This is an optimization exercise on Yosys and OpenROAD, whose aim is small area, a short achievable clock period and few clock cycles, not a production implementation.
Function was checked by simulation only, so behaviour that the tests miss may differ from the original.
No activity file was given, so power comes from the tool's default toggle rates.

**design/flow/flow/run.sh**
```bash
#!/bin/bash
# Standard layout, with plain buffers (instead of delay buffers) on the ports.
set -euo pipefail
export BUFFER_PORTS_ARGS="-buffer_cell sky130_fd_sc_hd__buf_2"
bash standard.sh > standard.log 2>&1
```
**design/flow/constraint.sdc**
```tcl
create_clock -name core_clock -period 4.0 [get_ports {clk}]
set_input_delay 0.8000 -clock core_clock [delete_from_list [all_inputs] [get_ports {clk}]]
set_output_delay 0.8000 -clock core_clock [all_outputs]
set_load 0.01 [all_outputs]
```
**design/flow/design.v**
```verilog
`timescale 1ns / 1ps
module DATAPATH(Product, done, clk, multiplicand, multiplier, start, rst);
output [31:0] Product;
output reg done;
input [16:0] multiplicand;
input [16:0] multiplier;
input clk, start, rst;
wire one1 = multiplier[0] ^ 1'b0;
wire two2 = (multiplier[1] & ~multiplier[0] & ~1'b0) | (~multiplier[1] & multiplier[0] & 1'b0);
wire pp3 = ((one1 & multiplicand[0])) ^ multiplier[1];
wire pp4 = ((one1 & multiplicand[1]) | (two2 & multiplicand[0])) ^ multiplier[1];
wire pp5 = ((one1 & multiplicand[2]) | (two2 & multiplicand[1])) ^ multiplier[1];
wire pp6 = ((one1 & multiplicand[3]) | (two2 & multiplicand[2])) ^ multiplier[1];
wire pp7 = ((one1 & multiplicand[4]) | (two2 & multiplicand[3])) ^ multiplier[1];
wire pp8 = ((one1 & multiplicand[5]) | (two2 & multiplicand[4])) ^ multiplier[1];
wire pp9 = ((one1 & multiplicand[6]) | (two2 & multiplicand[5])) ^ multiplier[1];
wire pp10 = ((one1 & multiplicand[7]) | (two2 & multiplicand[6])) ^ multiplier[1];
wire pp11 = ((one1 & multiplicand[8]) | (two2 & multiplicand[7])) ^ multiplier[1];
wire pp12 = ((one1 & multiplicand[9]) | (two2 & multiplicand[8])) ^ multiplier[1];
wire pp13 = ((one1 & multiplicand[10]) | (two2 & multiplicand[9])) ^ multiplier[1];
wire pp14 = ((one1 & multiplicand[11]) | (two2 & multiplicand[10])) ^ multiplier[1];
wire pp15 = ((one1 & multiplicand[12]) | (two2 & multiplicand[11])) ^ multiplier[1];
wire pp16 = ((one1 & multiplicand[13]) | (two2 & multiplicand[12])) ^ multiplier[1];
wire pp17 = ((one1 & multiplicand[14]) | (two2 & multiplicand[13])) ^ multiplier[1];
wire pp18 = ((one1 & multiplicand[15]) | (two2 & multiplicand[14])) ^ multiplier[1];
wire pp19 = ((two2 & multiplicand[15])) ^ multiplier[1];
wire sn20 = ~multiplier[1];
wire one21 = multiplier[2] ^ multiplier[1];
wire two22 = (multiplier[3] & ~multiplier[2] & ~multiplier[1]) | (~multiplier[3] & multiplier[2] & multiplier[1]);
wire pp23 = ((one21 & multiplicand[0])) ^ multiplier[3];
wire pp24 = ((one21 & multiplicand[1]) | (two22 & multiplicand[0])) ^ multiplier[3];
wire pp25 = ((one21 & multiplicand[2]) | (two22 & multiplicand[1])) ^ multiplier[3];
wire pp26 = ((one21 & multiplicand[3]) | (two22 & multiplicand[2])) ^ multiplier[3];
wire pp27 = ((one21 & multiplicand[4]) | (two22 & multiplicand[3])) ^ multiplier[3];
wire pp28 = ((one21 & multiplicand[5]) | (two22 & multiplicand[4])) ^ multiplier[3];
wire pp29 = ((one21 & multiplicand[6]) | (two22 & multiplicand[5])) ^ multiplier[3];
wire pp30 = ((one21 & multiplicand[7]) | (two22 & multiplicand[6])) ^ multiplier[3];
wire pp31 = ((one21 & multiplicand[8]) | (two22 & multiplicand[7])) ^ multiplier[3];
wire pp32 = ((one21 & multiplicand[9]) | (two22 & multiplicand[8])) ^ multiplier[3];
wire pp33 = ((one21 & multiplicand[10]) | (two22 & multiplicand[9])) ^ multiplier[3];
wire pp34 = ((one21 & multiplicand[11]) | (two22 & multiplicand[10])) ^ multiplier[3];
wire pp35 = ((one21 & multiplicand[12]) | (two22 & multiplicand[11])) ^ multiplier[3];
wire pp36 = ((one21 & multiplicand[13]) | (two22 & multiplicand[12])) ^ multiplier[3];
wire pp37 = ((one21 & multiplicand[14]) | (two22 & multiplicand[13])) ^ multiplier[3];
wire pp38 = ((one21 & multiplicand[15]) | (two22 & multiplicand[14])) ^ multiplier[3];
wire pp39 = ((two22 & multiplicand[15])) ^ multiplier[3];
wire sn40 = ~multiplier[3];
wire one41 = multiplier[4] ^ multiplier[3];
wire two42 = (multiplier[5] & ~multiplier[4] & ~multiplier[3]) | (~multiplier[5] & multiplier[4] & multiplier[3]);
wire pp43 = ((one41 & multiplicand[0])) ^ multiplier[5];
wire pp44 = ((one41 & multiplicand[1]) | (two42 & multiplicand[0])) ^ multiplier[5];
wire pp45 = ((one41 & multiplicand[2]) | (two42 & multiplicand[1])) ^ multiplier[5];
wire pp46 = ((one41 & multiplicand[3]) | (two42 & multiplicand[2])) ^ multiplier[5];
wire pp47 = ((one41 & multiplicand[4]) | (two42 & multiplicand[3])) ^ multiplier[5];
wire pp48 = ((one41 & multiplicand[5]) | (two42 & multiplicand[4])) ^ multiplier[5];
wire pp49 = ((one41 & multiplicand[6]) | (two42 & multiplicand[5])) ^ multiplier[5];
wire pp50 = ((one41 & multiplicand[7]) | (two42 & multiplicand[6])) ^ multiplier[5];
wire pp51 = ((one41 & multiplicand[8]) | (two42 & multiplicand[7])) ^ multiplier[5];
wire pp52 = ((one41 & multiplicand[9]) | (two42 & multiplicand[8])) ^ multiplier[5];
wire pp53 = ((one41 & multiplicand[10]) | (two42 & multiplicand[9])) ^ multiplier[5];
wire pp54 = ((one41 & multiplicand[11]) | (two42 & multiplicand[10])) ^ multiplier[5];
wire pp55 = ((one41 & multiplicand[12]) | (two42 & multiplicand[11])) ^ multiplier[5];
wire pp56 = ((one41 & multiplicand[13]) | (two42 & multiplicand[12])) ^ multiplier[5];
wire pp57 = ((one41 & multiplicand[14]) | (two42 & multiplicand[13])) ^ multiplier[5];
wire pp58 = ((one41 & multiplicand[15]) | (two42 & multiplicand[14])) ^ multiplier[5];
wire pp59 = ((two42 & multiplicand[15])) ^ multiplier[5];
wire sn60 = ~multiplier[5];
wire one61 = multiplier[6] ^ multiplier[5];
wire two62 = (multiplier[7] & ~multiplier[6] & ~multiplier[5]) | (~multiplier[7] & multiplier[6] & multiplier[5]);
wire pp63 = ((one61 & multiplicand[0])) ^ multiplier[7];
wire pp64 = ((one61 & multiplicand[1]) | (two62 & multiplicand[0])) ^ multiplier[7];
wire pp65 = ((one61 & multiplicand[2]) | (two62 & multiplicand[1])) ^ multiplier[7];
wire pp66 = ((one61 & multiplicand[3]) | (two62 & multiplicand[2])) ^ multiplier[7];
wire pp67 = ((one61 & multiplicand[4]) | (two62 & multiplicand[3])) ^ multiplier[7];
wire pp68 = ((one61 & multiplicand[5]) | (two62 & multiplicand[4])) ^ multiplier[7];
wire pp69 = ((one61 & multiplicand[6]) | (two62 & multiplicand[5])) ^ multiplier[7];
wire pp70 = ((one61 & multiplicand[7]) | (two62 & multiplicand[6])) ^ multiplier[7];
wire pp71 = ((one61 & multiplicand[8]) | (two62 & multiplicand[7])) ^ multiplier[7];
wire pp72 = ((one61 & multiplicand[9]) | (two62 & multiplicand[8])) ^ multiplier[7];
wire pp73 = ((one61 & multiplicand[10]) | (two62 & multiplicand[9])) ^ multiplier[7];
wire pp74 = ((one61 & multiplicand[11]) | (two62 & multiplicand[10])) ^ multiplier[7];
wire pp75 = ((one61 & multiplicand[12]) | (two62 & multiplicand[11])) ^ multiplier[7];
wire pp76 = ((one61 & multiplicand[13]) | (two62 & multiplicand[12])) ^ multiplier[7];
wire pp77 = ((one61 & multiplicand[14]) | (two62 & multiplicand[13])) ^ multiplier[7];
wire pp78 = ((one61 & multiplicand[15]) | (two62 & multiplicand[14])) ^ multiplier[7];
wire pp79 = ((two62 & multiplicand[15])) ^ multiplier[7];
wire sn80 = ~multiplier[7];
wire one81 = multiplier[8] ^ multiplier[7];
wire two82 = (multiplier[9] & ~multiplier[8] & ~multiplier[7]) | (~multiplier[9] & multiplier[8] & multiplier[7]);
wire pp83 = ((one81 & multiplicand[0])) ^ multiplier[9];
wire pp84 = ((one81 & multiplicand[1]) | (two82 & multiplicand[0])) ^ multiplier[9];
wire pp85 = ((one81 & multiplicand[2]) | (two82 & multiplicand[1])) ^ multiplier[9];
wire pp86 = ((one81 & multiplicand[3]) | (two82 & multiplicand[2])) ^ multiplier[9];
wire pp87 = ((one81 & multiplicand[4]) | (two82 & multiplicand[3])) ^ multiplier[9];
wire pp88 = ((one81 & multiplicand[5]) | (two82 & multiplicand[4])) ^ multiplier[9];
wire pp89 = ((one81 & multiplicand[6]) | (two82 & multiplicand[5])) ^ multiplier[9];
wire pp90 = ((one81 & multiplicand[7]) | (two82 & multiplicand[6])) ^ multiplier[9];
wire pp91 = ((one81 & multiplicand[8]) | (two82 & multiplicand[7])) ^ multiplier[9];
wire pp92 = ((one81 & multiplicand[9]) | (two82 & multiplicand[8])) ^ multiplier[9];
wire pp93 = ((one81 & multiplicand[10]) | (two82 & multiplicand[9])) ^ multiplier[9];
wire pp94 = ((one81 & multiplicand[11]) | (two82 & multiplicand[10])) ^ multiplier[9];
wire pp95 = ((one81 & multiplicand[12]) | (two82 & multiplicand[11])) ^ multiplier[9];
wire pp96 = ((one81 & multiplicand[13]) | (two82 & multiplicand[12])) ^ multiplier[9];
wire pp97 = ((one81 & multiplicand[14]) | (two82 & multiplicand[13])) ^ multiplier[9];
wire pp98 = ((one81 & multiplicand[15]) | (two82 & multiplicand[14])) ^ multiplier[9];
wire pp99 = ((two82 & multiplicand[15])) ^ multiplier[9];
wire sn100 = ~multiplier[9];
wire one101 = multiplier[10] ^ multiplier[9];
wire two102 = (multiplier[11] & ~multiplier[10] & ~multiplier[9]) | (~multiplier[11] & multiplier[10] & multiplier[9]);
wire pp103 = ((one101 & multiplicand[0])) ^ multiplier[11];
wire pp104 = ((one101 & multiplicand[1]) | (two102 & multiplicand[0])) ^ multiplier[11];
wire pp105 = ((one101 & multiplicand[2]) | (two102 & multiplicand[1])) ^ multiplier[11];
wire pp106 = ((one101 & multiplicand[3]) | (two102 & multiplicand[2])) ^ multiplier[11];
wire pp107 = ((one101 & multiplicand[4]) | (two102 & multiplicand[3])) ^ multiplier[11];
wire pp108 = ((one101 & multiplicand[5]) | (two102 & multiplicand[4])) ^ multiplier[11];
wire pp109 = ((one101 & multiplicand[6]) | (two102 & multiplicand[5])) ^ multiplier[11];
wire pp110 = ((one101 & multiplicand[7]) | (two102 & multiplicand[6])) ^ multiplier[11];
wire pp111 = ((one101 & multiplicand[8]) | (two102 & multiplicand[7])) ^ multiplier[11];
wire pp112 = ((one101 & multiplicand[9]) | (two102 & multiplicand[8])) ^ multiplier[11];
wire pp113 = ((one101 & multiplicand[10]) | (two102 & multiplicand[9])) ^ multiplier[11];
wire pp114 = ((one101 & multiplicand[11]) | (two102 & multiplicand[10])) ^ multiplier[11];
wire pp115 = ((one101 & multiplicand[12]) | (two102 & multiplicand[11])) ^ multiplier[11];
wire pp116 = ((one101 & multiplicand[13]) | (two102 & multiplicand[12])) ^ multiplier[11];
wire pp117 = ((one101 & multiplicand[14]) | (two102 & multiplicand[13])) ^ multiplier[11];
wire pp118 = ((one101 & multiplicand[15]) | (two102 & multiplicand[14])) ^ multiplier[11];
wire pp119 = ((two102 & multiplicand[15])) ^ multiplier[11];
wire sn120 = ~multiplier[11];
wire one121 = multiplier[12] ^ multiplier[11];
wire two122 = (multiplier[13] & ~multiplier[12] & ~multiplier[11]) | (~multiplier[13] & multiplier[12] & multiplier[11]);
wire pp123 = ((one121 & multiplicand[0])) ^ multiplier[13];
wire pp124 = ((one121 & multiplicand[1]) | (two122 & multiplicand[0])) ^ multiplier[13];
wire pp125 = ((one121 & multiplicand[2]) | (two122 & multiplicand[1])) ^ multiplier[13];
wire pp126 = ((one121 & multiplicand[3]) | (two122 & multiplicand[2])) ^ multiplier[13];
wire pp127 = ((one121 & multiplicand[4]) | (two122 & multiplicand[3])) ^ multiplier[13];
wire pp128 = ((one121 & multiplicand[5]) | (two122 & multiplicand[4])) ^ multiplier[13];
wire pp129 = ((one121 & multiplicand[6]) | (two122 & multiplicand[5])) ^ multiplier[13];
wire pp130 = ((one121 & multiplicand[7]) | (two122 & multiplicand[6])) ^ multiplier[13];
wire pp131 = ((one121 & multiplicand[8]) | (two122 & multiplicand[7])) ^ multiplier[13];
wire pp132 = ((one121 & multiplicand[9]) | (two122 & multiplicand[8])) ^ multiplier[13];
wire pp133 = ((one121 & multiplicand[10]) | (two122 & multiplicand[9])) ^ multiplier[13];
wire pp134 = ((one121 & multiplicand[11]) | (two122 & multiplicand[10])) ^ multiplier[13];
wire pp135 = ((one121 & multiplicand[12]) | (two122 & multiplicand[11])) ^ multiplier[13];
wire pp136 = ((one121 & multiplicand[13]) | (two122 & multiplicand[12])) ^ multiplier[13];
wire pp137 = ((one121 & multiplicand[14]) | (two122 & multiplicand[13])) ^ multiplier[13];
wire pp138 = ((one121 & multiplicand[15]) | (two122 & multiplicand[14])) ^ multiplier[13];
wire pp139 = ((two122 & multiplicand[15])) ^ multiplier[13];
wire sn140 = ~multiplier[13];
wire one141 = multiplier[14] ^ multiplier[13];
wire two142 = (multiplier[15] & ~multiplier[14] & ~multiplier[13]) | (~multiplier[15] & multiplier[14] & multiplier[13]);
wire pp143 = ((one141 & multiplicand[0])) ^ multiplier[15];
wire pp144 = ((one141 & multiplicand[1]) | (two142 & multiplicand[0])) ^ multiplier[15];
wire pp145 = ((one141 & multiplicand[2]) | (two142 & multiplicand[1])) ^ multiplier[15];
wire pp146 = ((one141 & multiplicand[3]) | (two142 & multiplicand[2])) ^ multiplier[15];
wire pp147 = ((one141 & multiplicand[4]) | (two142 & multiplicand[3])) ^ multiplier[15];
wire pp148 = ((one141 & multiplicand[5]) | (two142 & multiplicand[4])) ^ multiplier[15];
wire pp149 = ((one141 & multiplicand[6]) | (two142 & multiplicand[5])) ^ multiplier[15];
wire pp150 = ((one141 & multiplicand[7]) | (two142 & multiplicand[6])) ^ multiplier[15];
wire pp151 = ((one141 & multiplicand[8]) | (two142 & multiplicand[7])) ^ multiplier[15];
wire pp152 = ((one141 & multiplicand[9]) | (two142 & multiplicand[8])) ^ multiplier[15];
wire pp153 = ((one141 & multiplicand[10]) | (two142 & multiplicand[9])) ^ multiplier[15];
wire pp154 = ((one141 & multiplicand[11]) | (two142 & multiplicand[10])) ^ multiplier[15];
wire pp155 = ((one141 & multiplicand[12]) | (two142 & multiplicand[11])) ^ multiplier[15];
wire pp156 = ((one141 & multiplicand[13]) | (two142 & multiplicand[12])) ^ multiplier[15];
wire pp157 = ((one141 & multiplicand[14]) | (two142 & multiplicand[13])) ^ multiplier[15];
wire pp158 = ((one141 & multiplicand[15]) | (two142 & multiplicand[14])) ^ multiplier[15];
wire pp159 = ((two142 & multiplicand[15])) ^ multiplier[15];
wire sn160 = ~multiplier[15];
wire pp161 = multiplicand[0] & multiplier[15];
wire pp162 = multiplicand[1] & multiplier[15];
wire pp163 = multiplicand[2] & multiplier[15];
wire pp164 = multiplicand[3] & multiplier[15];
wire pp165 = multiplicand[4] & multiplier[15];
wire pp166 = multiplicand[5] & multiplier[15];
wire pp167 = multiplicand[6] & multiplier[15];
wire pp168 = multiplicand[7] & multiplier[15];
wire pp169 = multiplicand[8] & multiplier[15];
wire pp170 = multiplicand[9] & multiplier[15];
wire pp171 = multiplicand[10] & multiplier[15];
wire pp172 = multiplicand[11] & multiplier[15];
wire pp173 = multiplicand[12] & multiplier[15];
wire pp174 = multiplicand[13] & multiplier[15];
wire pp175 = multiplicand[14] & multiplier[15];
wire pp176 = multiplicand[15] & multiplier[15];
wire s177, c178;
HA2 u_s177 (.a(multiplier[11]), .b(pp13), .s(s177), .co(c178));
wire s179, c180;
HA2 u_s179 (.a(pp14), .b(pp32), .s(s179), .co(c180));
wire s181, c182;
FA3 u_s181 (.a(multiplier[13]), .b(pp15), .c(pp33), .s(s181), .co(c182));
wire s183, c184;
HA2 u_s183 (.a(pp51), .b(pp69), .s(s183), .co(c184));
wire s185, c186;
FA3 u_s185 (.a(pp16), .b(pp34), .c(pp52), .s(s185), .co(c186));
wire s187, c188;
HA2 u_s187 (.a(pp70), .b(pp88), .s(s187), .co(c188));
wire s189, c190;
FA3 u_s189 (.a(multiplier[15]), .b(pp17), .c(pp35), .s(s189), .co(c190));
wire s191, c192;
FA3 u_s191 (.a(pp53), .b(pp71), .c(pp89), .s(s191), .co(c192));
wire s193, c194;
HA2 u_s193 (.a(pp107), .b(pp125), .s(s193), .co(c194));
wire s195, c196;
FA3 u_s195 (.a(pp18), .b(pp36), .c(pp54), .s(s195), .co(c196));
wire s197, c198;
FA3 u_s197 (.a(pp72), .b(pp90), .c(pp108), .s(s197), .co(c198));
wire s199, c200;
HA2 u_s199 (.a(pp126), .b(pp144), .s(s199), .co(c200));
wire s201, c202;
FA3 u_s201 (.a(pp161), .b(pp19), .c(pp37), .s(s201), .co(c202));
wire s203, c204;
FA3 u_s203 (.a(pp55), .b(pp73), .c(pp91), .s(s203), .co(c204));
wire s205, c206;
FA3 u_s205 (.a(pp109), .b(pp127), .c(pp145), .s(s205), .co(c206));
wire s207, c208;
FA3 u_s207 (.a(multiplier[1]), .b(pp162), .c(pp38), .s(s207), .co(c208));
wire s209, c210;
FA3 u_s209 (.a(pp56), .b(pp74), .c(pp92), .s(s209), .co(c210));
wire s211, c212;
FA3 u_s211 (.a(pp110), .b(pp128), .c(pp146), .s(s211), .co(c212));
wire s213, c214;
FA3 u_s213 (.a(multiplier[1]), .b(pp163), .c(pp39), .s(s213), .co(c214));
wire s215, c216;
FA3 u_s215 (.a(pp57), .b(pp75), .c(pp93), .s(s215), .co(c216));
wire s217, c218;
FA3 u_s217 (.a(pp111), .b(pp129), .c(pp147), .s(s217), .co(c218));
wire s219, c220;
FA3 u_s219 (.a(sn20), .b(sn40), .c(pp164), .s(s219), .co(c220));
wire s221, c222;
FA3 u_s221 (.a(pp58), .b(pp76), .c(pp94), .s(s221), .co(c222));
wire s223, c224;
FA3 u_s223 (.a(pp112), .b(pp130), .c(pp148), .s(s223), .co(c224));
wire s225 = ~(pp165 ^ pp59);
wire c226 = pp165 | pp59;
wire s227, c228;
FA3 u_s227 (.a(pp77), .b(pp95), .c(pp113), .s(s227), .co(c228));
wire s229, c230;
HA2 u_s229 (.a(pp131), .b(pp149), .s(s229), .co(c230));
wire s231, c232;
FA3 u_s231 (.a(sn60), .b(pp166), .c(pp78), .s(s231), .co(c232));
wire s233, c234;
FA3 u_s233 (.a(pp96), .b(pp114), .c(pp132), .s(s233), .co(c234));
wire s235 = ~(pp167 ^ pp79);
wire c236 = pp167 | pp79;
wire s237, c238;
HA2 u_s237 (.a(pp97), .b(pp115), .s(s237), .co(c238));
wire s239, c240;
FA3 u_s239 (.a(sn80), .b(pp168), .c(pp98), .s(s239), .co(c240));
wire s241, c242;
HA2 u_s241 (.a(1'b1), .b(pp169), .s(s241), .co(c242));
wire s243, c244;
HA2 u_s243 (.a(multiplier[7]), .b(pp9), .s(s243), .co(c244));
wire s245, c246;
HA2 u_s245 (.a(pp10), .b(pp28), .s(s245), .co(c246));
wire s247, c248;
FA3 u_s247 (.a(multiplier[9]), .b(pp11), .c(pp29), .s(s247), .co(c248));
wire s249, c250;
HA2 u_s249 (.a(pp47), .b(pp65), .s(s249), .co(c250));
wire s251, c252;
FA3 u_s251 (.a(pp12), .b(pp30), .c(pp48), .s(s251), .co(c252));
wire s253, c254;
HA2 u_s253 (.a(pp66), .b(pp84), .s(s253), .co(c254));
wire s255, c256;
FA3 u_s255 (.a(pp31), .b(pp49), .c(pp67), .s(s255), .co(c256));
wire s257, c258;
FA3 u_s257 (.a(pp85), .b(pp103), .c(s177), .s(s257), .co(c258));
wire s259, c260;
FA3 u_s259 (.a(pp50), .b(pp68), .c(pp86), .s(s259), .co(c260));
wire s261, c262;
FA3 u_s261 (.a(pp104), .b(c178), .c(s179), .s(s261), .co(c262));
wire s263, c264;
FA3 u_s263 (.a(pp87), .b(pp105), .c(pp123), .s(s263), .co(c264));
wire s265, c266;
FA3 u_s265 (.a(c180), .b(s183), .c(s181), .s(s265), .co(c266));
wire s267, c268;
FA3 u_s267 (.a(pp106), .b(pp124), .c(c184), .s(s267), .co(c268));
wire s269, c270;
FA3 u_s269 (.a(s187), .b(c182), .c(s185), .s(s269), .co(c270));
wire s271, c272;
FA3 u_s271 (.a(pp143), .b(c188), .c(s193), .s(s271), .co(c272));
wire s273, c274;
FA3 u_s273 (.a(c186), .b(s189), .c(s191), .s(s273), .co(c274));
wire s275, c276;
FA3 u_s275 (.a(c194), .b(s199), .c(c190), .s(s275), .co(c276));
wire s277, c278;
FA3 u_s277 (.a(c192), .b(s195), .c(s197), .s(s277), .co(c278));
wire s279, c280;
FA3 u_s279 (.a(c200), .b(c196), .c(c198), .s(s279), .co(c280));
wire s281, c282;
FA3 u_s281 (.a(s201), .b(s203), .c(s205), .s(s281), .co(c282));
wire s283, c284;
FA3 u_s283 (.a(c202), .b(c204), .c(c206), .s(s283), .co(c284));
wire s285, c286;
FA3 u_s285 (.a(s207), .b(s209), .c(s211), .s(s285), .co(c286));
wire s287, c288;
FA3 u_s287 (.a(c208), .b(c210), .c(c212), .s(s287), .co(c288));
wire s289, c290;
FA3 u_s289 (.a(s213), .b(s215), .c(s217), .s(s289), .co(c290));
wire s291, c292;
FA3 u_s291 (.a(s219), .b(c214), .c(c216), .s(s291), .co(c292));
wire s293, c294;
FA3 u_s293 (.a(c218), .b(s221), .c(s223), .s(s293), .co(c294));
wire s295, c296;
FA3 u_s295 (.a(c220), .b(s229), .c(c222), .s(s295), .co(c296));
wire s297, c298;
FA3 u_s297 (.a(c224), .b(s225), .c(s227), .s(s297), .co(c298));
wire s299, c300;
FA3 u_s299 (.a(pp150), .b(c230), .c(c226), .s(s299), .co(c300));
wire s301, c302;
FA3 u_s301 (.a(c228), .b(s231), .c(s233), .s(s301), .co(c302));
wire s303, c304;
FA3 u_s303 (.a(pp133), .b(pp151), .c(s237), .s(s303), .co(c304));
wire s305, c306;
FA3 u_s305 (.a(c232), .b(c234), .c(s235), .s(s305), .co(c306));
wire s307, c308;
FA3 u_s307 (.a(pp116), .b(pp134), .c(pp152), .s(s307), .co(c308));
wire s309, c310;
FA3 u_s309 (.a(c238), .b(c236), .c(s239), .s(s309), .co(c310));
wire s311, c312;
FA3 u_s311 (.a(s241), .b(pp99), .c(pp117), .s(s311), .co(c312));
wire s313, c314;
FA3 u_s313 (.a(pp135), .b(pp153), .c(c240), .s(s313), .co(c314));
wire s315, c316;
FA3 u_s315 (.a(sn100), .b(pp170), .c(c242), .s(s315), .co(c316));
wire s317, c318;
FA3 u_s317 (.a(pp118), .b(pp136), .c(pp154), .s(s317), .co(c318));
wire s319 = ~(pp171 ^ pp119);
wire c320 = pp171 | pp119;
wire s321, c322;
HA2 u_s321 (.a(pp137), .b(pp155), .s(s321), .co(c322));
wire s323, c324;
FA3 u_s323 (.a(sn120), .b(pp172), .c(pp138), .s(s323), .co(c324));
wire s325, c326;
HA2 u_s325 (.a(1'b1), .b(pp173), .s(s325), .co(c326));
wire s327, c328;
HA2 u_s327 (.a(multiplier[5]), .b(pp7), .s(s327), .co(c328));
wire s329, c330;
HA2 u_s329 (.a(pp8), .b(pp26), .s(s329), .co(c330));
wire s331, c332;
FA3 u_s331 (.a(pp27), .b(pp45), .c(pp63), .s(s331), .co(c332));
wire s333, c334;
FA3 u_s333 (.a(pp46), .b(pp64), .c(c244), .s(s333), .co(c334));
wire s335, c336;
FA3 u_s335 (.a(pp83), .b(c246), .c(s249), .s(s335), .co(c336));
wire s337, c338;
FA3 u_s337 (.a(c250), .b(s253), .c(c248), .s(s337), .co(c338));
wire s339, c340;
FA3 u_s339 (.a(c254), .b(c252), .c(s255), .s(s339), .co(c340));
wire s341, c342;
FA3 u_s341 (.a(c256), .b(s259), .c(c258), .s(s341), .co(c342));
wire s343, c344;
FA3 u_s343 (.a(c260), .b(s263), .c(c262), .s(s343), .co(c344));
wire s345, c346;
FA3 u_s345 (.a(c264), .b(s267), .c(c266), .s(s345), .co(c346));
wire s347, c348;
FA3 u_s347 (.a(c268), .b(s271), .c(c270), .s(s347), .co(c348));
wire s349, c350;
FA3 u_s349 (.a(c272), .b(c274), .c(s275), .s(s349), .co(c350));
wire s351, c352;
FA3 u_s351 (.a(c276), .b(c278), .c(s279), .s(s351), .co(c352));
wire s353, c354;
FA3 u_s353 (.a(c280), .b(c282), .c(s283), .s(s353), .co(c354));
wire s355, c356;
FA3 u_s355 (.a(c284), .b(c286), .c(s287), .s(s355), .co(c356));
wire s357, c358;
FA3 u_s357 (.a(c288), .b(c290), .c(s291), .s(s357), .co(c358));
wire s359, c360;
FA3 u_s359 (.a(c292), .b(c294), .c(s295), .s(s359), .co(c360));
wire s361, c362;
FA3 u_s361 (.a(c296), .b(c298), .c(s299), .s(s361), .co(c362));
wire s363, c364;
FA3 u_s363 (.a(s303), .b(c300), .c(c302), .s(s363), .co(c364));
wire s365, c366;
FA3 u_s365 (.a(s307), .b(c304), .c(c306), .s(s365), .co(c366));
wire s367, c368;
FA3 u_s367 (.a(c308), .b(s311), .c(c310), .s(s367), .co(c368));
wire s369, c370;
FA3 u_s369 (.a(s315), .b(c312), .c(s317), .s(s369), .co(c370));
wire s371, c372;
FA3 u_s371 (.a(s321), .b(c316), .c(c318), .s(s371), .co(c372));
wire s373, c374;
FA3 u_s373 (.a(pp156), .b(c322), .c(c320), .s(s373), .co(c374));
wire s375, c376;
FA3 u_s375 (.a(s325), .b(pp139), .c(pp157), .s(s375), .co(c376));
wire s377, c378;
FA3 u_s377 (.a(sn140), .b(pp174), .c(c326), .s(s377), .co(c378));
wire s379, c380;
HA2 u_s379 (.a(1'b1), .b(pp175), .s(s379), .co(c380));
wire s381, c382;
HA2 u_s381 (.a(multiplier[3]), .b(pp5), .s(s381), .co(c382));
wire s383, c384;
HA2 u_s383 (.a(pp6), .b(pp24), .s(s383), .co(c384));
wire s385, c386;
FA3 u_s385 (.a(pp25), .b(pp43), .c(s327), .s(s385), .co(c386));
wire s387, c388;
FA3 u_s387 (.a(pp44), .b(c328), .c(s329), .s(s387), .co(c388));
wire s389, c390;
FA3 u_s389 (.a(c330), .b(s243), .c(s331), .s(s389), .co(c390));
wire s391, c392;
FA3 u_s391 (.a(s245), .b(c332), .c(s333), .s(s391), .co(c392));
wire s393, c394;
FA3 u_s393 (.a(s247), .b(c334), .c(s335), .s(s393), .co(c394));
wire s395, c396;
FA3 u_s395 (.a(s251), .b(c336), .c(s337), .s(s395), .co(c396));
wire s397, c398;
FA3 u_s397 (.a(s257), .b(c338), .c(s339), .s(s397), .co(c398));
wire s399, c400;
FA3 u_s399 (.a(s261), .b(c340), .c(s341), .s(s399), .co(c400));
wire s401, c402;
FA3 u_s401 (.a(s265), .b(c342), .c(s343), .s(s401), .co(c402));
wire s403, c404;
FA3 u_s403 (.a(s269), .b(c344), .c(s345), .s(s403), .co(c404));
wire s405, c406;
FA3 u_s405 (.a(s273), .b(c346), .c(s347), .s(s405), .co(c406));
wire s407, c408;
FA3 u_s407 (.a(s277), .b(c348), .c(s349), .s(s407), .co(c408));
wire s409, c410;
FA3 u_s409 (.a(s281), .b(c350), .c(s351), .s(s409), .co(c410));
wire s411, c412;
FA3 u_s411 (.a(s285), .b(c352), .c(s353), .s(s411), .co(c412));
wire s413, c414;
FA3 u_s413 (.a(s289), .b(c354), .c(s355), .s(s413), .co(c414));
wire s415, c416;
FA3 u_s415 (.a(s293), .b(c356), .c(s357), .s(s415), .co(c416));
wire s417, c418;
FA3 u_s417 (.a(s297), .b(c358), .c(s359), .s(s417), .co(c418));
wire s419, c420;
FA3 u_s419 (.a(s301), .b(c360), .c(s361), .s(s419), .co(c420));
wire s421, c422;
FA3 u_s421 (.a(s305), .b(c362), .c(s363), .s(s421), .co(c422));
wire s423, c424;
FA3 u_s423 (.a(s309), .b(c364), .c(s365), .s(s423), .co(c424));
wire s425, c426;
FA3 u_s425 (.a(s313), .b(c366), .c(s367), .s(s425), .co(c426));
wire s427, c428;
FA3 u_s427 (.a(c314), .b(s369), .c(c368), .s(s427), .co(c428));
wire s429, c430;
FA3 u_s429 (.a(s319), .b(c370), .c(s371), .s(s429), .co(c430));
wire s431, c432;
FA3 u_s431 (.a(s323), .b(c372), .c(s373), .s(s431), .co(c432));
wire s433, c434;
FA3 u_s433 (.a(c324), .b(s375), .c(c374), .s(s433), .co(c434));
wire s435, c436;
FA3 u_s435 (.a(pp158), .b(s377), .c(c376), .s(s435), .co(c436));
wire s437, c438;
FA3 u_s437 (.a(s379), .b(pp159), .c(c378), .s(s437), .co(c438));
wire s439, c440;
FA3 u_s439 (.a(sn160), .b(pp176), .c(c380), .s(s439), .co(c440));
wire [31:0] row_s = {s439, s437, s435, s433, c430, s429, s427, c424, c422, c420, c418, c416, c414, c412, c410, c408, c406, c404, c402, c400, c398, c396, c394, c392, c390, c388, c386, c384, c382, pp23, pp4, multiplier[1]};
wire [31:0] row_c = {c438, c436, c434, c432, s431, c428, c426, s425, s423, s421, s419, s417, s415, s413, s411, s409, s407, s405, s403, s401, s399, s397, s395, s393, s391, s389, s387, s385, s383, s381, 1'b0, pp3};
reg [31:0] acc_s, acc_c;
always @(posedge clk)
 if (start) begin
  acc_s <= row_s;
  acc_c <= row_c;
 end
wire g441, p442;
HA2 u_g441 (.a(acc_s[0]), .b(acc_c[0]), .s(p442), .co(g441));
wire g443, p444;
HA2 u_g443 (.a(acc_s[2]), .b(acc_c[2]), .s(p444), .co(g443));
wire g445, p446;
HA2 u_g445 (.a(acc_s[3]), .b(acc_c[3]), .s(p446), .co(g445));
wire g447, p448;
HA2 u_g447 (.a(acc_s[4]), .b(acc_c[4]), .s(p448), .co(g447));
wire g449, p450;
HA2 u_g449 (.a(acc_s[5]), .b(acc_c[5]), .s(p450), .co(g449));
wire g451, p452;
HA2 u_g451 (.a(acc_s[6]), .b(acc_c[6]), .s(p452), .co(g451));
wire g453, p454;
HA2 u_g453 (.a(acc_s[7]), .b(acc_c[7]), .s(p454), .co(g453));
wire g455, p456;
HA2 u_g455 (.a(acc_s[8]), .b(acc_c[8]), .s(p456), .co(g455));
wire g457, p458;
HA2 u_g457 (.a(acc_s[9]), .b(acc_c[9]), .s(p458), .co(g457));
wire g459, p460;
HA2 u_g459 (.a(acc_s[10]), .b(acc_c[10]), .s(p460), .co(g459));
wire g461, p462;
HA2 u_g461 (.a(acc_s[11]), .b(acc_c[11]), .s(p462), .co(g461));
wire g463, p464;
HA2 u_g463 (.a(acc_s[12]), .b(acc_c[12]), .s(p464), .co(g463));
wire g465, p466;
HA2 u_g465 (.a(acc_s[13]), .b(acc_c[13]), .s(p466), .co(g465));
wire g467, p468;
HA2 u_g467 (.a(acc_s[14]), .b(acc_c[14]), .s(p468), .co(g467));
wire g469, p470;
HA2 u_g469 (.a(acc_s[15]), .b(acc_c[15]), .s(p470), .co(g469));
wire g471, p472;
HA2 u_g471 (.a(acc_s[16]), .b(acc_c[16]), .s(p472), .co(g471));
wire g473, p474;
HA2 u_g473 (.a(acc_s[17]), .b(acc_c[17]), .s(p474), .co(g473));
wire g475, p476;
HA2 u_g475 (.a(acc_s[18]), .b(acc_c[18]), .s(p476), .co(g475));
wire g477, p478;
HA2 u_g477 (.a(acc_s[19]), .b(acc_c[19]), .s(p478), .co(g477));
wire g479, p480;
HA2 u_g479 (.a(acc_s[20]), .b(acc_c[20]), .s(p480), .co(g479));
wire g481, p482;
HA2 u_g481 (.a(acc_s[21]), .b(acc_c[21]), .s(p482), .co(g481));
wire g483, p484;
HA2 u_g483 (.a(acc_s[22]), .b(acc_c[22]), .s(p484), .co(g483));
wire g485, p486;
HA2 u_g485 (.a(acc_s[23]), .b(acc_c[23]), .s(p486), .co(g485));
wire g487, p488;
HA2 u_g487 (.a(acc_s[24]), .b(acc_c[24]), .s(p488), .co(g487));
wire g489, p490;
HA2 u_g489 (.a(acc_s[25]), .b(acc_c[25]), .s(p490), .co(g489));
wire g491, p492;
HA2 u_g491 (.a(acc_s[26]), .b(acc_c[26]), .s(p492), .co(g491));
wire g493, p494;
HA2 u_g493 (.a(acc_s[27]), .b(acc_c[27]), .s(p494), .co(g493));
wire g495, p496;
HA2 u_g495 (.a(acc_s[28]), .b(acc_c[28]), .s(p496), .co(g495));
wire g497, p498;
HA2 u_g497 (.a(acc_s[29]), .b(acc_c[29]), .s(p498), .co(g497));
wire g499, p500;
HA2 u_g499 (.a(acc_s[30]), .b(acc_c[30]), .s(p500), .co(g499));
wire g501, p502;
HA2 u_g501 (.a(acc_s[31]), .b(acc_c[31]), .s(p502), .co(g501));
wire q503 = acc_s[1] & g441;
wire q504 = acc_s[1] & p442;
wire q505 = (p446 & g443) | g445;
wire q506 = p446 & p444;
wire q507 = (p450 & g447) | g449;
wire q508 = p450 & p448;
wire q509 = (p454 & g451) | g453;
wire q510 = p454 & p452;
wire q511 = (p458 & g455) | g457;
wire q512 = p458 & p456;
wire q513 = (p462 & g459) | g461;
wire q514 = p462 & p460;
wire q515 = (p466 & g463) | g465;
wire q516 = p466 & p464;
wire q517 = (p470 & g467) | g469;
wire q518 = p470 & p468;
wire q519 = (p474 & g471) | g473;
wire q520 = p474 & p472;
wire q521 = (p478 & g475) | g477;
wire q522 = p478 & p476;
wire q523 = (p482 & g479) | g481;
wire q524 = p482 & p480;
wire q525 = (p486 & g483) | g485;
wire q526 = p486 & p484;
wire q527 = (p490 & g487) | g489;
wire q528 = p490 & p488;
wire q529 = (p494 & g491) | g493;
wire q530 = p494 & p492;
wire q531 = (p498 & g495) | g497;
wire q532 = p498 & p496;
wire q533 = (p502 & g499) | g501;
wire q534 = p502 & p500;
wire q535 = (q506 & q503) | q505;
wire q536 = q506 & q504;
wire q537 = (q510 & q507) | q509;
wire q538 = q510 & q508;
wire q539 = (q514 & q511) | q513;
wire q540 = q514 & q512;
wire q541 = (q518 & q515) | q517;
wire q542 = q518 & q516;
wire q543 = (q522 & q519) | q521;
wire q544 = q522 & q520;
wire q545 = (q526 & q523) | q525;
wire q546 = q526 & q524;
wire q547 = (q530 & q527) | q529;
wire q548 = q530 & q528;
wire q549 = (q534 & q531) | q533;
wire q550 = q534 & q532;
wire q551 = (q538 & q535) | q537;
wire q552 = q538 & q536;
wire q553 = (q542 & q539) | q541;
wire q554 = q542 & q540;
wire q555 = (q546 & q543) | q545;
wire q556 = q546 & q544;
wire q557 = (q550 & q547) | q549;
wire q558 = q550 & q548;
wire q559 = (q554 & q551) | q553;
wire q560 = q554 & q552;
wire q561 = (q558 & q555) | q557;
wire q562 = q558 & q556;
wire q563 = (q562 & q559) | q561;
wire q564 = q562 & q560;
wire q565 = (q556 & q559) | q555;
wire q566 = q556 & q560;
wire q567 = (q540 & q551) | q539;
wire q568 = q540 & q552;
wire q569 = (q544 & q559) | q543;
wire q570 = q544 & q560;
wire q571 = (q548 & q565) | q547;
wire q572 = q548 & q566;
wire q573 = (q508 & q535) | q507;
wire q574 = q508 & q536;
wire q575 = (q512 & q551) | q511;
wire q576 = q512 & q552;
wire q577 = (q516 & q567) | q515;
wire q578 = q516 & q568;
wire q579 = (q520 & q559) | q519;
wire q580 = q520 & q560;
wire q581 = (q524 & q569) | q523;
wire q582 = q524 & q570;
wire q583 = (q528 & q565) | q527;
wire q584 = q528 & q566;
wire q585 = (q532 & q571) | q531;
wire q586 = q532 & q572;
wire q587 = (p444 & q503) | g443;
wire q588 = p444 & q504;
wire q589 = (p448 & q535) | g447;
wire q590 = p448 & q536;
wire q591 = (p452 & q573) | g451;
wire q592 = p452 & q574;
wire q593 = (p456 & q551) | g455;
wire q594 = p456 & q552;
wire q595 = (p460 & q575) | g459;
wire q596 = p460 & q576;
wire q597 = (p464 & q567) | g463;
wire q598 = p464 & q568;
wire q599 = (p468 & q577) | g467;
wire q600 = p468 & q578;
wire q601 = (p472 & q559) | g471;
wire q602 = p472 & q560;
wire q603 = (p476 & q579) | g475;
wire q604 = p476 & q580;
wire q605 = (p480 & q569) | g479;
wire q606 = p480 & q570;
wire q607 = (p484 & q581) | g483;
wire q608 = p484 & q582;
wire q609 = (p488 & q565) | g487;
wire q610 = p488 & q566;
wire q611 = (p492 & q583) | g491;
wire q612 = p492 & q584;
wire q613 = (p496 & q571) | g495;
wire q614 = p496 & q572;
wire q615 = (p500 & q585) | g499;
wire q616 = p500 & q586;
wire q617 = acc_s[1] ^ g441;
wire q618 = p444 ^ q503;
wire q619 = p446 ^ q587;
wire q620 = p448 ^ q535;
wire q621 = p450 ^ q589;
wire q622 = p452 ^ q573;
wire q623 = p454 ^ q591;
wire q624 = p456 ^ q551;
wire q625 = p458 ^ q593;
wire q626 = p460 ^ q575;
wire q627 = p462 ^ q595;
wire q628 = p464 ^ q567;
wire q629 = p466 ^ q597;
wire q630 = p468 ^ q577;
wire q631 = p470 ^ q599;
wire q632 = p472 ^ q559;
wire q633 = p474 ^ q601;
wire q634 = p476 ^ q579;
wire q635 = p478 ^ q603;
wire q636 = p480 ^ q569;
wire q637 = p482 ^ q605;
wire q638 = p484 ^ q581;
wire q639 = p486 ^ q607;
wire q640 = p488 ^ q565;
wire q641 = p490 ^ q609;
wire q642 = p492 ^ q583;
wire q643 = p494 ^ q611;
wire q644 = p496 ^ q571;
wire q645 = p498 ^ q613;
wire q646 = p500 ^ q585;
wire q647 = p502 ^ q615;
assign Product = {q647, q646, q645, q644, q643, q642, q641, q640, q639, q638, q637, q636, q635, q634, q633, q632, q631, q630, q629, q628, q627, q626, q625, q624, q623, q622, q621, q620, q619, q618, q617, p442};
always @(posedge clk)
 if (rst)
  done <= 1'b0;
 else
  done <= start;
endmodule
module FA3(a, b, c, s, co);
input a, b, c;
output s, co;
assign s = a ^ b ^ c;
assign co = (a & b) | (a & c) | (b & c);
endmodule
module BSEL(one, two, neg, a0, a1, pp);
input one, two, neg, a0, a1;
output pp;
assign pp = ((one & a0) | (two & a1)) ^ neg;
endmodule
module AO21(a, b, c, y);
input a, b, c;
output y;
assign y = (a & b) | c;
endmodule
module HA2(a, b, s, co);
input a, b;
output s, co;
assign s = a ^ b;
assign co = a & b;
endmodule
```
**design/flow/config.mk**
```make
export PLATFORM = sky130hd
export DESIGN_NAME = DATAPATH
export DESIGN_NICKNAME = DATAPATH
export VERILOG_FILES = /design/flow/design.v
export SDC_FILE = /design/flow/constraint.sdc
export NUM_CORES = 4
export LEC_CHECK = 0
export ABC_AREA = 1
export CAP_MARGIN = 20
export CORE_MARGIN = 2
export CORE_UTILIZATION = 40
export CTS_BUF_LIST = sky130_fd_sc_hd__clkbuf_4 sky130_fd_sc_hd__clkbuf_8
export CTS_CLUSTER_SIZE = 30
export PLACE_DENSITY = 0.75
export SETUP_SLACK_MARGIN = 0.5
export SLEW_MARGIN = 20
export SYNTH_HIERARCHICAL = 1
export SYNTH_MINIMUM_KEEP_SIZE = 0
```
**design/flow/standard.sh**
```bash
#!/bin/bash
# synth_recipe.tcl (not shown) runs the flow's synth.tcl, then flattens the netlist and writes it again
# the make line also repeats each setting of config.mk as NAME=value (left out here)
make -C /OpenROAD-flow-scripts/flow DESIGN_CONFIG=/design/flow/config.mk WORK_HOME=/design/flow/orfs CLKGATE_MAP_FILE= SYNTH_SCRIPT=/design/flow/synth_recipe.tcl "${@:-finish}"
```
==> impl_results.md, run 1 <==
- Status: finished clean
- RSZ-0062 raised after global routing: true
- Nets: 1110
- Synth area leaders: fa_1 25%, edfxtp_1 22%, xor2_1 13%, ha_1 10%, o22ai_1 8.4%
- Pins Over Slew Limit: 0
- Initial DRC count: 498
- GP Congestion: 0.924
- Post-synthesis sequential area ratio: 22.1%
- WP data required: 4120 ps
- Clk buf depth: 2
- Avg Cell Area, Syn: 10.4 um2
- Routed wire length: 21.6 mm
- Via count: 6288
- Post-synth EDFFs: 63
- Ports: 70
- Row count: 53
- Clock slew seen by the registers of the worst setup and hold paths: 80 ps
- Initial antenna violation count: 0
- Max_slew headroom: 47.6%
- Max-cap violations: 0
- Crit share post-route: 87.4%
- Hold Buf Count CTS: 0
- # diodes: 0
- CP max FO: 15
- Vias in the first global route: 6375
- CP max stage delay: 540 ps
- Root Buffer: clkbuf_8
- # H-tree levels: 3
- CTS sink count: 64
- Yosys Warn Count: 7
- Post-route minimum period: 3500 ps
- Most used cell, CP: fa_1
- Pwr/cell area: 629 nW/um2
- Setup TNS: 0 ps
- Critical-path cell list: clkbuf_4 -> nor2_4 -> buf_4 -> nor2_4 -> inv_6 -> o22ai_2 -> xor2_1 -> fa_1 -> fa_2 -> fa_1 -> fa_1
- Fraction of layout cells with a size suffix above 1: 33.5%
- Largest net degree at the start of global routing: 37
- Vias/cell: 5.36
- Antenna violation net count after detailed routing: 0
- CP startpoint kind: primary input
- Ys async rst share: 0%
- DRC viols: 0
- Placed inst area: 9370 um2
- Layout area overhead: 19.4%
- Yosys cell types: 36
- Core Box Area: 21100 um2
- Buffers on Ports: 67
- CTS tree: done
- Die area: 22800 um2
- Starting Density: 41.0%
- Die W: 151 um
- Critical path arrival: 3620 ps
- GRT overflow: 0
- Synthesized instance count: 830
- DR pass1 iterations: 7
- Post-synth top flop: edfxtp_1
- Final hold vios: 0
- All-Layer GR Usage: 19.1%
- Flops & latches, synth: 64
- Max Freq: 286 MHz
- WL per Instance: 18.4 um
- Post-DP HPWL: 16.2 mm
- Hold WC Path Type: primary input to flip-flop
- Area leader, netlist: fa_1
- First-pass GRT wire length: 33.2 mm
- Die height: 151 um
- Kind of critical path: primary input to flip-flop
- Total CTS buffers: 9
- Synth top area share: 25.2%
- Final setup fails: 0
- Static Leak: 4.40 nW
- Synth Cell Area: 8640 um2
- Layout Cell Area excl Fill: 10300 um2
- Peak VDD IR: 453 uV
- Crit end category: flip-flop
- Worst-Margin Slew: 786 ps
- Slowest stage cell, crit path: fa_1
-- worst max-delay path: cells and delay by family --
family                     cells  cell delay [ps]
AOI/OAI and AO/OA              1              160
xor gates and xnor gates       1              220
adders and majority gates      4             1820
buffers and inverters          3              420
and+or+nand+nor                2              170
-- power by group --
group / leakage, nW / internal, mW / switching, mW
sequential: 0.624 / 1.23 / 0.125
combinational: 3.67 / 2.09 / 2.43
clock: 0.106 / 0.345 / 0.279
total: 4.40 / 3.66 / 2.83
-- sequential cells by signal, summed over array words and instances (netlist names) --
signal  cells
done        1
acc_c      31
acc_s      32
-- cell families (layout without fill, tap and decap cells) --
family,Yosys count,in the layout,synth area share [%]
buf+inv,158,225,9.57
other cells,1,3,0.0434
fa+ha+maj,179,179,35.4
flops,64,64,22.1
xor+xnor,143,143,14.5
compound gates,154,154,11.7
simple gates,131,131,6.69
-- metrics by stage --
| step | hold slack, ps | std cells | setup slack (ps) | utilization, % | power (mW) |
|---|---|---|---|---|---|
| 2_1_floorplan | 871 | 832 | 386 | - | 4.90 |
| 3_3_place_gp | 982 | 1139 | 63.3 | 44.5 | 5.40 |
| 3_5_place_dp | 970 | 1139 | -8.85 | 44.5 | 5.53 |
| 4_1_cts | 556 | 1159 | 493 | 46.0 | 6.29 |
| 5_1_grt | 553 | 1174 | 410 | 48.9 | 7.18 |
| 6_report | 573 | 1174 | 503 | 48.9 | 6.49 |
-- synthesized netlist by cell type (all sizes together) (2+ instances only) --
cell type  number
xnor2          14
ha             70
clkbuf         13
nand4           2
o22ai         120
nand3          10
a21o            2
nand2          77
a31o            3
o21ai          10
nor2           40
a21oi          17
clkinv          2
buf            70
edfxtp         63
fa            109
inv            73
xor2          129
-- cells in the final DEF (no fill, tap or decap), types with 3 or more instances in the layout --
cell | Yosys | final
xor2_1 | 129 | 119
o22ai_1 | 116 | 87
fa_1 | 109 | 83
inv_1 | 69 | 63
edfxtp_1 | 63 | 63
buf_2 | 19 | 62
buf_4 | 40 | 60
nand2_1 | 70 | 56
ha_1 | 70 | 56
o22ai_2 | 4 | 30
fa_2 | 0 | 26
nor2_1 | 31 | 17
nand2_2 | 7 | 16
nor2_4 | 4 | 15
xnor2_1 | 14 | 14
ha_4 | 0 | 12
a21oi_1 | 11 | 10
xor2_2 | 0 | 10
clkbuf_8 | 0 | 9
nor2_2 | 5 | 8
o21ai_0 | 8 | 8
nand3_1 | 9 | 8
a21oi_4 | 3 | 6
buf_12 | 0 | 6
nand2_4 | 0 | 5
inv_2 | 4 | 4
inv_4 | 0 | 4
a31o_2 | 3 | 3
clkinv_1 | 2 | 3
o22ai_4 | 0 | 3
conb_1 | 1 | 3
clkinv_2 | 0 | 3
buf_6 | 8 | 3
-- Yosys stat by module (local to each module, per instance) --
module / cell area, um2 / cells / times used / flip-flops and latches
DATAPATH: 5820 / 670 / 1 / 64
FA3: 20.0 / 1 / 109 / 0
HA2: 12.5 / 1 / 51 / 0
-- cell type report --
cell class | count | area (um2)
Clock buffer | 9 | 124
Clock inverter | 7 | 86.3
Fill cell | 1883 | 10800
Inverter | 75 | 302
Multi-Input combinational cell | 610 | 6620
Sequential cell | 64 | 1910
Tap cell | 275 | 344
Timing Repair Buffer | 133 | 930
Timing Repair inverter | 1 | 7.51
-- path summary, 6_finish.rpt --
check | startpoint | end | slack, ps | cells after the start
hold / removal | rst | done | 570 | 2
setup / recovery | multiplier[9] | acc_c[19] | 500 | 11
-- timing repair --
action | in CTS | in global routing
pin swaps | 8 | 35
gates cloned | 0 | 1
setup buffers | 4 | 14
hold endpoints to repair | 0 | 0
setup endpoints to repair | 14 | 27
gates resized for setup | 16 | 96
-- per-layer routing --
metal	track usage [%]	wire (um)
met5	0	0
met4	5.75	541
met3	4.13	1670
met2	31.8	10700
met1	25.2	8760
Testbench counts, summed over its fixed seeds: cycles 2,400.
==> run 2: changes to the inputs <==
--- a/design/flow/config.mk
+++ b/design/flow/config.mk
@@ -13,5 +13,5 @@
 export CTS_CLUSTER_SIZE = 30
 export PLACE_DENSITY = 0.75
-export SETUP_SLACK_MARGIN = 0.5
+export SETUP_SLACK_MARGIN = -0.3
 export SLEW_MARGIN = 20
 export SYNTH_HIERARCHICAL = 1
==> run 2 against run 1 <==
Highest routed layer unchanged. First-iteration DRC count shrank 7.8%. Sequential share of layout area increased by 1.8 points. Design area is 8.9% lower. Hold slack better by 3.6 ps. Utilization shrank 4.4 points. Still clean. Clock-buffer cell count up 1. Synthesized area is the same. Fmax is 3.6% lower.
==> impl_results.md, run 2 <==
- Hold Buf Count CTS: 0
- Crit end category: flip-flop
- Most flops, register: acc_s
- Pins Over Slew Limit: 0
- WP data required: 4110 ps
- Synth area leaders: fa_1 25%, edfxtp_1 22%, xor2_1 13%, ha_1 10%, o22ai_1 8.4%
- DRC viols: 0
- Yosys cell types: 36
- Post-synth top flop: edfxtp_1
- Flops & latches, synth: 64
- Total CTS buffers: 9
- Max_slew headroom: 60.2%
- First-pass GRT wire length: 32.3 mm
- Avg Cell Area, Syn: 10.4 um2
- Synthesized instance count: 830
- Clock slew seen by the registers of the worst setup and hold paths: 70 ps
- Final std cells w/o fill: 1157
- Fraction of layout cells with a size suffix above 1: 18.7%
- Most numerous cell in the Yosys netlist: xor2_1
- PostCTS Resize Cnt: 0
- Ports: 70
- Top Registers: acc_s (32), acc_c (31), done (1)
- Synth top area share: 25.2%
- Top cells by count, synth: 129 x xor2_1, 116 x o22ai_1, 109 x fa_1
- Worst-Margin Slew: 597 ps
- Via count: 6130
- Pwr/cell area: 639 nW/um2
- Crit share post-route: 90.7%
- Buffers on Ports: 67
- Setup TNS: 0 ps
- CTS sink count: 64
- Final hold vios: 0
- Nets: 1093
- Root Buffer: clkbuf_8
- Max-cap violations: 0
- Max Freq: 276 MHz
- Die W: 151 um
- Layout Cell Area excl Fill: 9400 um2
- Placed inst area: 9200 um2
- Fin util: 44.6%
- Post-synth EDFFs: 63
- Synth Cell Area: 8640 um2
- Ys async rst share: 0%
- CP startpoint kind: primary input
- Antenna violation net count after detailed routing: 0
- Max reg flops: 32
- Post-DP HPWL: 15.9 mm
- Most common cell after layout, fill and taps aside: xor2_1
- CP max FO: 15
- Critical Path End: acc_c[24]
- Largest net degree at the start of global routing: 48
- WL per Instance: 17.1 um
- RSZ-0062 raised after global routing: false
- Vias/cell: 5.30
- Total power draw: 6.01 mW
- Layout fillers: 2007
- Row count: 53
- Starting Density: 41.0%
- Critical path arrival: 3740 ps
- Die area: 22800 um2
- Post-route minimum period: 3630 ps
- Layout area overhead: 8.80%
- All-Layer GR Usage: 18.4%
- # H-tree levels: 3
- Peak VDD IR: 507 uV
- Vias in the first global route: 6358
- Die height: 151 um
- Kind of critical path: primary input to flip-flop
- Routed wire length: 19.8 mm
- DR pass1 iterations: 5
- GP Congestion: 0.937
- Final setup fails: 0
- Setup repair bufs after CTS: 0
- Core Box Area: 21100 um2
- Hold WC Path Type: primary input to flip-flop
- Post-synthesis sequential area ratio: 22.1%
- Most frequent cells in the layout: 129 x xor2_1, 116 x o22ai_1, 109 x fa_1
- GRT overflow: 0
- Initial antenna violation count: 0
- Yosys Warn Count: 7
- Placed Cells incl. Taps: 1141
- CTS tree: done
- Area leader, netlist: fa_1
- Initial DRC count: 459
- Static Leak: 4.21 nW
- Critical path startpoint: multiplier[7]
- Clk buf depth: 2
- Status: finished clean
[run 2: cell count changes in the layout (fill, tap and decap cells not counted), sizes merged]
| cell | before | now |
|---|---|---|
| buf | 131 | 117 |
| diode | 0 | 1 |
| clkinvlp | 2 | 0 |
| inv | 72 | 73 |
| clkinv | 7 | 5 |
| clkbuf | 11 | 10 |
[run 2: critical path: stages]
cell     delay (ps)
buf_2           200
nand2_1         110
inv_1           110
nor2_4           40
inv_2           240
o22ai_2         120
xor2_1          280
fa_1            500
fa_1            400
fa_1            510
fa_1            420
[run 2: cell type report]
| type | instances | area, um2 | share of cell area, % |
|---|---|---|---|
| Sequential cell | 64 | 1910 | 20.3 |
| Tap cell | 275 | 344 | 3.66 |
| Clock buffer | 10 | 131 | 1.40 |
| Antenna cell | 1 | 2.50 | 0.0266 |
| Inverter | 75 | 282 | 2.99 |
| Clock inverter | 5 | 72.6 | 0.772 |
| Multi-Input combinational cell | 610 | 5910 | 62.9 |
| Timing Repair Buffer | 117 | 748 | 7.96 |
[run 2: worst min-delay path by stage]
stage | to | slack (ps) | cells past startpoint | startpoint
final | done | 580 | 2 | rst
after global routing | done | 570 | 2 | rst
after CTS | done | 570 | 2 | rst
after detailed placement | done | 970 | 2 | rst
after global placement | done | 970 | 2 | rst
after floorplan | done | 870 | 1 | rst
[run 2: through the flow]
step / setup WS [ps] / hold slack (ps)
after floorplan: 288 / 871
after global placement: 62.9 / 975
after detailed placement: 10.2 / 974
after CTS: 322 / 568
after global routing: 132 / 568
final: 373 / 576
[run 2: per-layer routing]
metal / track usage, % / up-vias / wire, um
met5: 0 / - / 0
met4: 7.48 / 0 / 468
met3: 3.70 / 36 / 1520
met2: 30.0 / 211 / 9550
met1: 24.1 / 3008 / 8260
li1: - / 2875 / -
[run 2: modules after synthesis (local to each module, per instance)]
module    flip-flops and latches  times used  cells inside  cell area (um2)
HA2                            0          51             1             12.5
FA3                            0         109             1             20.0
DATAPATH                      64           1           670             5820
[run 2: logic make-up (layout without fill, tap and decap cells)]
kind of cell / after synthesis / in the layout / synth area share, %
AO/OA/AOI/OAI: 154 / 154 / 11.7
XOR/XNOR: 143 / 143 / 14.5
adder cells (fa/ha/maj): 179 / 179 / 35.4
buffers and inverters: 158 / 207 / 9.57
flip-flops: 64 / 64 / 22.1
other: 1 / 4 / 0.0434
AND/OR/NAND/NOR: 131 / 131 / 6.69
[run 2: power breakdown]
part           total (mW)  internal [mW]  switching (mW)
sequential           1.30           1.22          0.0769
combinational        4.09           1.82            2.27
clock               0.615          0.349           0.266
total                6.01           3.40            2.61
==> run 3: changes to the inputs <==
--- a/design/flow/config.mk
+++ b/design/flow/config.mk
@@ -11,7 +11,7 @@
 export CORE_UTILIZATION = 40
 export CTS_BUF_LIST = sky130_fd_sc_hd__clkbuf_4 sky130_fd_sc_hd__clkbuf_8
-export CTS_CLUSTER_SIZE = 30
+export CTS_CLUSTER_DIAMETER = 60
+export CTS_CLUSTER_SIZE = 50
 export PLACE_DENSITY = 0.75
-export SETUP_SLACK_MARGIN = -0.3
 export SLEW_MARGIN = 20
 export SYNTH_HIERARCHICAL = 1
==> run 3 against run 2 <==
Sequential power about the same. Sequential share of layout area unchanged. Synthesized cell count is the same. Largest cell class unchanged. Highest routed layer unchanged.
==> impl_results.md, run 3 <==
- Hold Buf Count CTS: 0
- Synth Cell Area: 8640 um2
- GP Congestion: 0.937
- Setup TNS: 0 ps
- Status: finished clean
- Most common cell after layout, fill and taps aside: xor2_1
- Worst-Margin Slew: 597 ps
- Via count: 6130
- Most numerous cell in the Yosys netlist: xor2_1
- Max_slew headroom: 60.2%
- Final hold vios: 0
- Fraction of layout cells with a size suffix above 1: 18.7%
- RSZ-0062 raised after global routing: false
- Starting Density: 41.0%
- Synth top area share: 25.2%
- Largest net degree at the start of global routing: 48
- Most frequent cells in the layout: 129 x xor2_1, 116 x o22ai_1, 109 x fa_1
- GRT overflow: 0
- Buffers on Ports: 67
- Post-synthesis sequential area ratio: 22.1%
- Max reg flops: 32
- Die height: 151 um
- Peak VDD IR: 507 uV
- Die W: 151 um
- Crit end category: flip-flop
- Post-DP HPWL: 15.9 mm
- Area leader, netlist: fa_1
- CP startpoint kind: primary input
- Ports: 70
- Top cells by count, synth: 129 x xor2_1, 116 x o22ai_1, 109 x fa_1
- Yosys cell types: 36
- Routed wire length: 19.8 mm
- Flops & latches, synth: 64
- CTS tree: done
- CP max FO: 15
- Most flops, register: acc_s
- All-Layer GR Usage: 18.4%
- Synth area leaders: fa_1 25%, edfxtp_1 22%, xor2_1 13%, ha_1 10%, o22ai_1 8.4%
- # H-tree levels: 3
- Post-synth top flop: edfxtp_1
- Static Leak: 4.21 nW
- Row count: 53
- Total CTS buffers: 9
- PostCTS Resize Cnt: 0
- Post-route minimum period: 3630 ps
- DRC viols: 0
- Root Buffer: clkbuf_8
- Core Box Area: 21100 um2
- Initial antenna violation count: 0
- Antenna violation net count after detailed routing: 0
- WP data required: 4110 ps
- Vias/cell: 5.30
- Synthesized instance count: 830
- Avg Cell Area, Syn: 10.4 um2
- Pwr/cell area: 639 nW/um2
- Critical path arrival: 3740 ps
- Yosys Warn Count: 7
- Max Freq: 276 MHz
- Kind of critical path: primary input to flip-flop
- Clock slew seen by the registers of the worst setup and hold paths: 70 ps
- Clk buf depth: 2
- Final setup fails: 0
- Final std cells w/o fill: 1157
- Top Registers: acc_s (32), acc_c (31), done (1)
- Die area: 22800 um2
- DR pass1 iterations: 5
- Crit share post-route: 90.7%
- Setup repair bufs after CTS: 0
- Hold WC Path Type: primary input to flip-flop
- CTS sink count: 64
- Placed Cells incl. Taps: 1141
- Pins Over Slew Limit: 0
- Nets: 1093
- First-pass GRT wire length: 32.3 mm
- WL per Instance: 17.1 um
- Initial DRC count: 459
- Layout area overhead: 8.80%
- Max-cap violations: 0
- Post-synth EDFFs: 63
- Vias in the first global route: 6358
- Ys async rst share: 0%
-- run 3: cell counts in the layout (fill, tap and decap cells not counted) --
Identical to the previous run, type by type.
-- run 3: worst paths after layout --
path / start / cells after the start / slack, ps / endpoint
max: multiplier[7] / 11 / 370 / acc_c[24]
min: rst / 2 / 580 / done
-- run 3: cell families after synthesis --
logic type	synth area share, %
buffers and inverters	9.57
flip-flops	22.1
XOR/XNOR	14.5
AO/OA/AOI/OAI	11.7
AND/OR/NAND/NOR	6.69
other	0.0434
adder cells (fa/ha/maj)	35.4
-- run 3: area by class of cell --
class                   instances  area (um2)
fillers                      2007       11700
multi-input cells             610        5910
flip-flops and latches         64        1910
repair buffers                117         748
well taps                     275         344
inverters                      75         282
clock buffers                  10         131
clock inverters                 5        72.6
diodes                          1        2.50
-- run 3: Yosys stat by module, one instance, submodules excluded --
| module | area (um2) | flops+latches | cells inside |
|---|---|---|---|
| HA2 | 12.5 | 0 | 1 |
| FA3 | 20.0 | 0 | 1 |
| DATAPATH | 5820 | 64 | 670 |
-- run 3: per-layer routing --
| layer | GRT usage [%] | part of all wire (%) | wire (um) | vias up |
|---|---|---|---|---|
| met4 | 7.48 | 2.4 | 468 | 0 |
| met3 | 3.70 | 7.7 | 1520 | 36 |
| met1 | 24.1 | 42 | 8260 | 3008 |
| li1 | - | - | - | 2875 |
| met5 | 0 | 0 | 0 | - |
| met2 | 30.0 | 48 | 9550 | 211 |
-- run 3: worst max-delay path, stage by stage --
cell and delay (ps):
buf_2 200, nand2_1 110, inv_1 110, nor2_4 40
inv_2 240, o22ai_2 120, xor2_1 280, fa_1 500
fa_1 400, fa_1 510, fa_1 420
-- run 3: stage by stage --
step | hold WS, ps | instance area (um2) | total power, mW | worst slack [ps] | utilization, %
after floorplan | 871 | 8650 | 4.83 | 288 | -
after global placement | 975 | 9200 | 5.33 | 62.9 | 43.6
after detailed placement | 974 | 9200 | 5.50 | 10.2 | 43.6
after CTS | 568 | 9400 | 6.14 | 322 | 44.6
after global routing | 568 | 9400 | 6.70 | 132 | 44.6
final | 576 | 9400 | 6.01 | 373 | 44.6
-- run 3: power by group --
part / leakage [nW] / switching [mW] / internal, mW
sequential: 0.624 / 0.0769 / 1.22
combinational: 3.48 / 2.27 / 1.82
clock: 0.105 / 0.266 / 0.349
total: 4.21 / 2.61 / 3.40
==> run 4: changes to the inputs <==
==> design/flow/flow/run.sh (replaced) <==
#!/bin/bash
# Standard layout, with plain buffers (instead of delay buffers) on the ports.
set -euo pipefail
export BUFFER_PORTS_ARGS="-buffer_cell sky130_fd_sc_hd__buf_1"
bash standard.sh > standard.log 2>&1
--- a/design/flow/config.mk
+++ b/design/flow/config.mk
@@ -11,6 +11,5 @@
 export CORE_UTILIZATION = 40
 export CTS_BUF_LIST = sky130_fd_sc_hd__clkbuf_4 sky130_fd_sc_hd__clkbuf_8
-export CTS_CLUSTER_DIAMETER = 60
-export CTS_CLUSTER_SIZE = 50
+export CTS_CLUSTER_SIZE = 30
 export PLACE_DENSITY = 0.75
 export SLEW_MARGIN = 20
==> run 4 against run 3 <==
Setup slack worse by 92 ps. First-iteration DRC count is 16% lower. Combinational power is 2% lower. Design area is 0.48% higher. Highest routed layer unchanged. Critical path type unchanged. Non-clock buffer count is 13 higher. Largest cell class unchanged. Still clean on timing, DRC and antenna. Global-route usage is 0.48 points higher. Critical endpoint is now acc_c[18]. Routed wire length is 1.5% higher. Flip-flop and latch count stayed put. Sequential power hardly changed. Utilization is 0.21 points higher. Synthesized cell count stayed put.
==> impl_results.md, run 4 <==
- Top Metal Used: met4
- Most numerous cell in the Yosys netlist: xor2_1
- Combinational share of power: 66.8%
- Crit end category: flip-flop
- Setup repair bufs after CTS: 0
- Post-route minimum period: 3720 ps
- Most used cell, CP: fa_1
- Seq pwr share: 21.7%
- All-Layer GR Usage: 18.9%
- GRT overflow: 0
- CP max stage delay: 530 ps
- Synthesized instance count: 830
- CP startpoint kind: primary input
- Hold Buf Count CTS: 0
- GP Congestion: 0.927
- Routed wire length: 20.1 mm
- Starting Density: 41.0%
- Max-cap violations: 0
- Vias/cell: 5.29
- Final hold vios: 0
- Switching pwr: 2.66 mW
- Via count: 6194
- Most frequent cells in the layout: 129 x xor2_1, 116 x o22ai_1, 109 x fa_1
- Slowest stage cell, crit path: fa_1
- Nets: 1106
- Clk buf depth: 2
- Critical-path cell list: buf_1 -> buf_4 -> nor2_2 -> a21oi_4 -> o22ai_1 -> xor2_1 -> fa_1 -> fa_1 -> fa_1 -> fa_1
- Initial antenna violation count: 1
- Critical path arrival: 3830 ps
- Top cells by count, synth: 129 x xor2_1, 116 x o22ai_1, 109 x fa_1
- Fin util: 44.8%
- Avg Cell Area, Syn: 10.4 um2
- Crit share post-route: 93.0%
- Int Pwr: 3.35 mW
- Die W: 151 um
- Setup TNS: 0 ps
- Yosys cell types: 36
- Max reg flops: 32
- Largest net degree at the start of global routing: 48
- Layout fillers: 1998
- Critical path's top delay family: adder cells
- Synth area leaders: fa_1 25%, edfxtp_1 22%, xor2_1 13%, ha_1 10%, o22ai_1 8.4%
- DRC viols: 0
- Die height: 151 um
- Status: finished clean
- Ports: 70
- Max Freq: 269 MHz
- Initial DRC count: 385
- First-pass GRT wire length: 33.0 mm
- Buffers on Ports: 67
- Core Box Area: 21100 um2
- Post-DP HPWL: 16.1 mm
- Synth Cell Area: 8640 um2
- Die area: 22800 um2
- Static Leak: 4.11 nW
- Crit path buffers/inverters: 2
- Root Buffer: clkbuf_8
- CP max FO: 7
- WP data required: 4120 ps
- Flops & latches, synth: 64
- Synth top area share: 25.2%
- Final std cells w/o fill: 1170
- Fraction of layout cells with a size suffix above 1: 12.8%
- Post-synth EDFFs: 63
- PostCTS Resize Cnt: 0
- Yosys Warn Count: 7
- Placed Cells incl. Taps: 1154
- Kind of critical path: primary input to flip-flop
- Pwr/cell area: 635 nW/um2
- RSZ-0062 raised after global routing: false
- Hold WC Path Type: primary input to flip-flop
[run 4: cell counts after synthesis]
Identical to the previous run, type by type.
[run 4: metrics by stage]
step / power (mW) / worst slack [ps] / area (um2) / hold slack, ps
floorplan: 4.83 / 288 / 8650 / 871
global placement: 5.23 / -25.2 / 9210 / 989
detailed placement: 5.38 / -77.7 / 9210 / 983
CTS: 6.10 / 293 / 9450 / 582
global route: 6.67 / 128 / 9450 / 591
finish: 6.00 / 281 / 9450 / 582
[run 4: final cells by class]
cell class,count,area [um2],share of cell area [%]
repair buffers,130,764,8.09
well taps,275,344,3.64
clock buffers,11,139,1.47
diodes,1,2.50,0.0265
multi-input cells,610,5910,62.6
inverters,75,282,2.98
flip-flops and latches,64,1910,20.2
clock inverters,4,93.8,0.993
[run 4: power groups by stage]
stage | logic, mW | clock network [mW] | registers [mW]
6_report | 4.01 | 0.689 | 1.30
5_1_grt | 4.61 | 0.730 | 1.33
4_1_cts | 4.09 | 0.703 | 1.31
3_5_place_dp | 4.06 | 0 | 1.32
3_3_place_gp | 3.92 | 0 | 1.31
2_1_floorplan | 3.54 | 0 | 1.29
[run 4: final timing paths]
path / from / to / cells past startpoint
worst max-delay path: multiplier[3] / acc_c[18] / 10
worst min-delay path: rst / done / 2
[run 4: cells by family after synthesis]
| kind of cell | after synthesis | share of synthesized area, % |
|---|---|---|
| flip-flops | 64 | 22.1 |
| XOR/XNOR | 143 | 14.5 |
| AO/OA/AOI/OAI | 154 | 11.7 |
| adder cells (fa/ha/maj) | 179 | 35.4 |
| buffers and inverters | 158 | 9.57 |
| other | 1 | 0.0434 |
| AND/OR/NAND/NOR | 131 | 6.69 |
[run 4: metal layers]
layer	up-vias	GRT usage (%)
met3	33	4.10
met2	200	31.1
met4	0	6.96
li1	2894	-
met1	3067	24.6
met5	-	0
[run 4: per-module statistics from Yosys, one instance, submodules excluded]
module    cells inside  flip-flops and latches  cell area, um2  copies in the design
DATAPATH           670                      64            5820                     1
FA3                  1                       0            20.0                   109
HA2                  1                       0            12.5                    51

Check on run 4: ideal ports give 0.281 ns setup slack; a clkbuf_16 on the clock port and buf_2 on the inputs give 0.296 ns; moving port delays by the midpoint clock arrival (0.404 ns) as well gives -0.109 ns.
